Context: an optimization exercise on an open-source flow, tuned for small area and a short achievable clock period. The choices shown serve that exercise and are no tape-out recipe.
In this exercise RTL edits were held to simulation tests only and were not proved equivalent to the original.
Power is estimated from default activity; no workload was simulated.

==> module kgp_risc, before the edit <==
module kgp_risc(
	input [31:0] instr,
	input [31:0] doutd,
	input start,
	input clk,
	output reg [31:0] PC,
	output [31:0] DA,
	output [31:0] write_data,
	output [3:0] wea,
	output reg stop
	);
	wire [5:0] op = instr[31:26];
	wire [4:0] rs = instr[25:21];
	wire [4:0] rt = instr[20:16];
	wire [3:0] func = instr[3:0];
	wire [31:0] imm = {{16{instr[15]}}, instr[15:0]};
	wire [31:0] label = {{6{instr[25]}}, instr[25:0]};
	wire is_r = (op == 6'b000000);
	wire is_addi = (op == 6'b000100);
	wire is_compi = (op == 6'b000101);
	wire is_lw = (op == 6'b000010);
	wire is_sw = (op == 6'b000011);
	wire is_call = (op == 6'b000110);
	wire is_ret = (op == 6'b000111);
	wire is_b = (op == 6'b010000);
	wire is_br = (op == 6'b010001);
	wire is_cond = (op[5:4] == 2'b01) && ((op[3:1] == 3'b001) || (op[3:1] == 3'b010) ||
			(op[3:1] == 3'b011) || (op[3:1] == 3'b100));
	reg [31:0] register [0:31];
	wire [1023:0] regs_flat;
	genvar g;
	generate for (g = 0; g < 32; g = g + 1) begin : flat
		assign regs_flat[32*g +: 32] = register[g];
	end endgenerate
	wire [31:0] A, B;
	rf_read_fast RA(.sel(32'b1 << rs), .regs(regs_flat), .out(A));
	rf_read_fast RB(.sel(32'b1 << rt), .regs(regs_flat), .out(B));
	assign write_data = A;
	add32 DADD(.a(B), .b(imm), .s(DA));
	wire [31:0] res;
	wire c_n, v_n, upd_cv, upd_zs;
	alu_core ALU(.is_r(is_r), .is_addi(is_addi), .is_compi(is_compi), .func(func),
		.shamt(instr[10:6]), .A(A), .B(B), .imm(imm), .res(res), .c_n(c_n), .v_n(v_n),
		.upd_cv(upd_cv), .upd_zs(upd_zs));
	reg carryflag, zflag, overflowflag, signflag;
	always @(posedge clk) begin
		if (!start) begin
			carryflag <= 1'b0;
			zflag <= 1'b0;
			overflowflag <= 1'b0;
			signflag <= 1'b0;
		end else begin
			if (upd_cv) begin
				carryflag <= c_n;
				overflowflag <= v_n;
			end
			if (upd_zs) begin
				zflag <= (res == 32'b0);
				signflag <= res[31];
			end
		end
	end
	wire [31:0] pc_4;
	inc30 PCINC(.a(PC), .s(pc_4));
	wire wr_rs = is_r || is_addi || is_compi || is_lw;
	wire [31:0] wdata = is_lw ? doutd : (is_call ? pc_4 : res);
	wire [31:0] wd = start ? wdata : 32'b0;
	integer k;
	always @(posedge clk) begin
		for (k = 0; k < 32; k = k + 1)
			if (!start || (wr_rs && rs == k) || (is_call && k == 31))
				register[k] <= wd;
	end
	wire lt12, lt23, lt34;
	lt32 C12(.a(register[1]), .b(register[2]), .lt(lt12));
	lt32 C23(.a(register[2]), .b(register[3]), .lt(lt23));
	lt32 C34(.a(register[3]), .b(register[4]), .lt(lt34));
	always @(posedge clk)
		stop <= lt12 && lt23 && lt34;
	reg flag_sel;
	always @(*) begin
		case (op[3:1])
			3'b001: flag_sel = zflag;
			3'b010: flag_sel = carryflag;
			3'b011: flag_sel = signflag;
			default: flag_sel = overflowflag;
		endcase
	end
	wire taken = is_cond && (flag_sel ^ op[0]);
	always @(posedge clk) begin
		if (!start)
			PC <= 32'b0;
		else if (is_b || is_call || taken)
			PC <= label;
		else if (is_br)
			PC <= A;
		else if (is_ret)
			PC <= register[31];
		else
			PC <= pc_4;
	end
	assign wea = {4{start && is_sw}};
endmodule
Settings: LEC_CHECK=0, CAP_MARGIN=20, CORE_MARGIN=2, CORE_UTILIZATION=60, CTS_CLUSTER_DIAMETER=80, CTS_CLUSTER_SIZE=25, PLACE_DENSITY=0.72, SETUP_SLACK_MARGIN=5, SLEW_MARGIN=20, SYNTH_HIERARCHICAL=1, TNS_END_PERCENT=10; clock period 12.5 ns.
standard.sh (not shown) runs the stock make flow with config.mk's settings and CLKGATE_MAP_FILE= SYNTH_SCRIPT=/design/flow/synth_recipe.tcl, a recipe that flattens the netlist after the stock synthesis.
==> flow/flow/run.sh <==
#!/bin/bash
# Own layout flow: the standard synthesis, then the standard layout
# with two changes: ports are buffered with plain buffer cells instead of the
# delay cells the resizer picks by default, and delay cells are not used.
set -euo pipefail
DU="sky130_fd_sc_hd__probe_p_8 sky130_fd_sc_hd__probec_p_8 sky130_fd_sc_hd__lpflow_bleeder_1 sky130_fd_sc_hd__lpflow_clkbufkapwr_1 sky130_fd_sc_hd__lpflow_clkbufkapwr_16 sky130_fd_sc_hd__lpflow_clkbufkapwr_2 sky130_fd_sc_hd__lpflow_clkbufkapwr_4 sky130_fd_sc_hd__lpflow_clkbufkapwr_8 sky130_fd_sc_hd__lpflow_clkinvkapwr_1 sky130_fd_sc_hd__lpflow_clkinvkapwr_16 sky130_fd_sc_hd__lpflow_clkinvkapwr_2 sky130_fd_sc_hd__lpflow_clkinvkapwr_4 sky130_fd_sc_hd__lpflow_clkinvkapwr_8 sky130_fd_sc_hd__lpflow_decapkapwr_12 sky130_fd_sc_hd__lpflow_decapkapwr_3 sky130_fd_sc_hd__lpflow_decapkapwr_4 sky130_fd_sc_hd__lpflow_decapkapwr_6 sky130_fd_sc_hd__lpflow_decapkapwr_8 sky130_fd_sc_hd__lpflow_inputiso0n_1 sky130_fd_sc_hd__lpflow_inputiso0p_1 sky130_fd_sc_hd__lpflow_inputiso1n_1 sky130_fd_sc_hd__lpflow_inputiso1p_1 sky130_fd_sc_hd__lpflow_inputisolatch_1 sky130_fd_sc_hd__lpflow_isobufsrc_1 sky130_fd_sc_hd__lpflow_isobufsrc_16 sky130_fd_sc_hd__lpflow_isobufsrc_2 sky130_fd_sc_hd__lpflow_isobufsrc_4 sky130_fd_sc_hd__lpflow_isobufsrc_8 sky130_fd_sc_hd__lpflow_isobufsrckapwr_16 sky130_fd_sc_hd__lpflow_lsbuf_lh_hl_isowell_tap_1 sky130_fd_sc_hd__lpflow_lsbuf_lh_hl_isowell_tap_2 sky130_fd_sc_hd__lpflow_lsbuf_lh_hl_isowell_tap_4 sky130_fd_sc_hd__lpflow_lsbuf_lh_isowell_4 sky130_fd_sc_hd__lpflow_lsbuf_lh_isowell_tap_1 sky130_fd_sc_hd__lpflow_lsbuf_lh_isowell_tap_2 sky130_fd_sc_hd__lpflow_lsbuf_lh_isowell_tap_4"
DU="$DU sky130_fd_sc_hd__clkdlybuf4s15_1 sky130_fd_sc_hd__clkdlybuf4s15_2 sky130_fd_sc_hd__clkdlybuf4s18_1 sky130_fd_sc_hd__clkdlybuf4s18_2 sky130_fd_sc_hd__clkdlybuf4s25_1 sky130_fd_sc_hd__clkdlybuf4s25_2 sky130_fd_sc_hd__clkdlybuf4s50_1 sky130_fd_sc_hd__clkdlybuf4s50_2"
DU="$DU sky130_fd_sc_hd__dlygate4sd1_1 sky130_fd_sc_hd__dlygate4sd2_1 sky130_fd_sc_hd__dlygate4sd3_1 sky130_fd_sc_hd__dlymetal6s2s_1 sky130_fd_sc_hd__dlymetal6s4s_1 sky130_fd_sc_hd__dlymetal6s6s_1"
bash standard.sh synth > synth.log 2>&1
bash standard.sh "DONT_USE_CELLS=$DU" "BUFFER_PORTS_ARGS=-buffer_cell sky130_fd_sc_hd__buf_2" finish > layout.log 2>&1
The starting point produced a clean layout.
Then changed:
--- a/flow/design.v
+++ b/flow/design.v
@@ -32,14 +32,18 @@
 	genvar g;
 	generate for (g = 0; g < 32; g = g + 1) begin : flat
 		assign regs_flat[32*g +: 32] = register[g];
 	end endgenerate
 	wire [31:0] A, B;
-	rf_read_fast RA(.sel(32'b1 << rs), .regs(regs_flat), .out(A));
-	rf_read_fast RB(.sel(32'b1 << rt), .regs(regs_flat), .out(B));
+	rf_read RA(.sel(32'b1 << rs), .regs(regs_flat), .out(A));
+	wire [127:0] B_part;
+	wire [31:0] B_da;
+	rf_part RBP(.sel(32'b1 << rt), .regs(regs_flat), .part(B_part));
+	or4w RB(.part(B_part), .out(B));
+	or4w RBD(.part(B_part), .out(B_da));
 	assign write_data = A;
-	add32 DADD(.a(B), .b(imm), .s(DA));
+	add32 DADD(.a(B_da), .b(imm), .s(DA));
 	wire [31:0] res;
 	wire c_n, v_n, upd_cv, upd_zs;
 	alu_core ALU(.is_r(is_r), .is_addi(is_addi), .is_compi(is_compi), .func(func),
 		.shamt(instr[10:6]), .A(A), .B(B), .imm(imm), .res(res), .c_n(c_n), .v_n(v_n),
 		.upd_cv(upd_cv), .upd_zs(upd_zs));
@@ -100,10 +104,46 @@
 		else
 			PC <= pc_4;
 	end
 	assign wea = {4{start && is_sw}};
 endmodule
+module rf_read(
+	input [31:0] sel,
+	input [1023:0] regs,
+	output [31:0] out
+	);
+	genvar b, g;
+	generate for (b = 0; b < 32; b = b + 1) begin : bits
+		wire [10:0] y;
+		for (g = 0; g < 10; g = g + 1) begin : grp
+			aoi222 u(.a1(sel[3*g]), .a2(regs[32*(3*g) + b]),
+				.b1(sel[3*g+1]), .b2(regs[32*(3*g+1) + b]),
+				.c1(sel[3*g+2]), .c2(regs[32*(3*g+2) + b]), .y(y[g]));
+		end
+		aoi22 u10(.a1(sel[30]), .a2(regs[32*30 + b]), .b1(sel[31]), .b2(regs[32*31 + b]), .y(y[10]));
+		assign out[b] = ~&y;
+	end endgenerate
+endmodule
+module rf_part(
+	input [31:0] sel,
+	input [1023:0] regs,
+	output reg [127:0] part
+	);
+	integer j, q;
+	always @(*) begin
+		part = 128'b0;
+		for (q = 0; q < 4; q = q + 1)
+			for (j = 8*q; j < 8*q + 8; j = j + 1)
+				part[32*q +: 32] = part[32*q +: 32] | ({32{sel[j]}} & regs[32*j +: 32]);
+	end
+endmodule
+module or4w(
+	input [127:0] part,
+	output [31:0] out
+	);
+	assign out = part[31:0] | part[63:32] | part[95:64] | part[127:96];
+endmodule
 module rf_read_fast(
 	input [31:0] sel,
 	input [1023:0] regs,
 	output reg [31:0] out
 	);
@@ -112,10 +152,22 @@
 		out = 32'b0;
 		for (j = 0; j < 32; j = j + 1)
 			out = out | ({32{sel[j]}} & regs[32*j +: 32]);
 	end
 endmodule
+module aoi222(
+	input a1, a2, b1, b2, c1, c2,
+	output y
+	);
+	assign y = ~((a1 & a2) | (b1 & b2) | (c1 & c2));
+endmodule
+module aoi22(
+	input a1, a2, b1, b2,
+	output y
+	);
+	assign y = ~((a1 & a2) | (b1 & b2));
+endmodule
 module add32(
 	input [31:0] a,
 	input [31:0] b,
 	output [31:0] s
 	);
The changed run completed without violations. Clock skew stays flat. Power shrinks slightly. Hold slack is worse by 0.019 ns. Cell area is higher slightly. Maximum frequency rises by a few percent. Core utilization rose by 0.84 points. Flip-flop and latch count does not change. Non-clock buffer count drops by 11. Worst setup slack is better by 0.18 ns. First-iteration DRC count climbs by a few percent. Cell count went down by a few percent. Die area falls slightly. Global-route usage falls by 2.2 points.

==> afterwards: timing with drivers on the ports <==
How much do the figures lean on ideal ports? The routed layouts below were timed once more, with nothing changed but the port constraints.
Step 1, drivers: a clkbuf_16 drives clk and a buf_2 each remaining input, both assumed.
Step 2, shift: input delay + t, output delay - t, t = (earliest + latest rising clock arrival at the registers) / 2. This alone moves slack from input paths to output paths.
Three values: ideal ports, drivers, drivers and shift; two values: the first two.
run | t, ns | setup WS [ns] | latest minus earliest clock arrival (ns) | slew at the worst register clock pin (ns) | cell pins on the clock port's net
the first run | 0.772 | 3.891 / 3.749 / 3.377 | 0.051 / 0.051 | 0.11 / 0.11 | 1
the second run | 0.742 | 4.069 / 4.019 / 3.504 | 0.051 / 0.050 | 0.11 / 0.11 | 1
After both steps setup and hold are still met in every run listed. The setup slack of the second run, which loses most, moves by -0.050 ns with the drivers and by -0.565 ns with both steps.
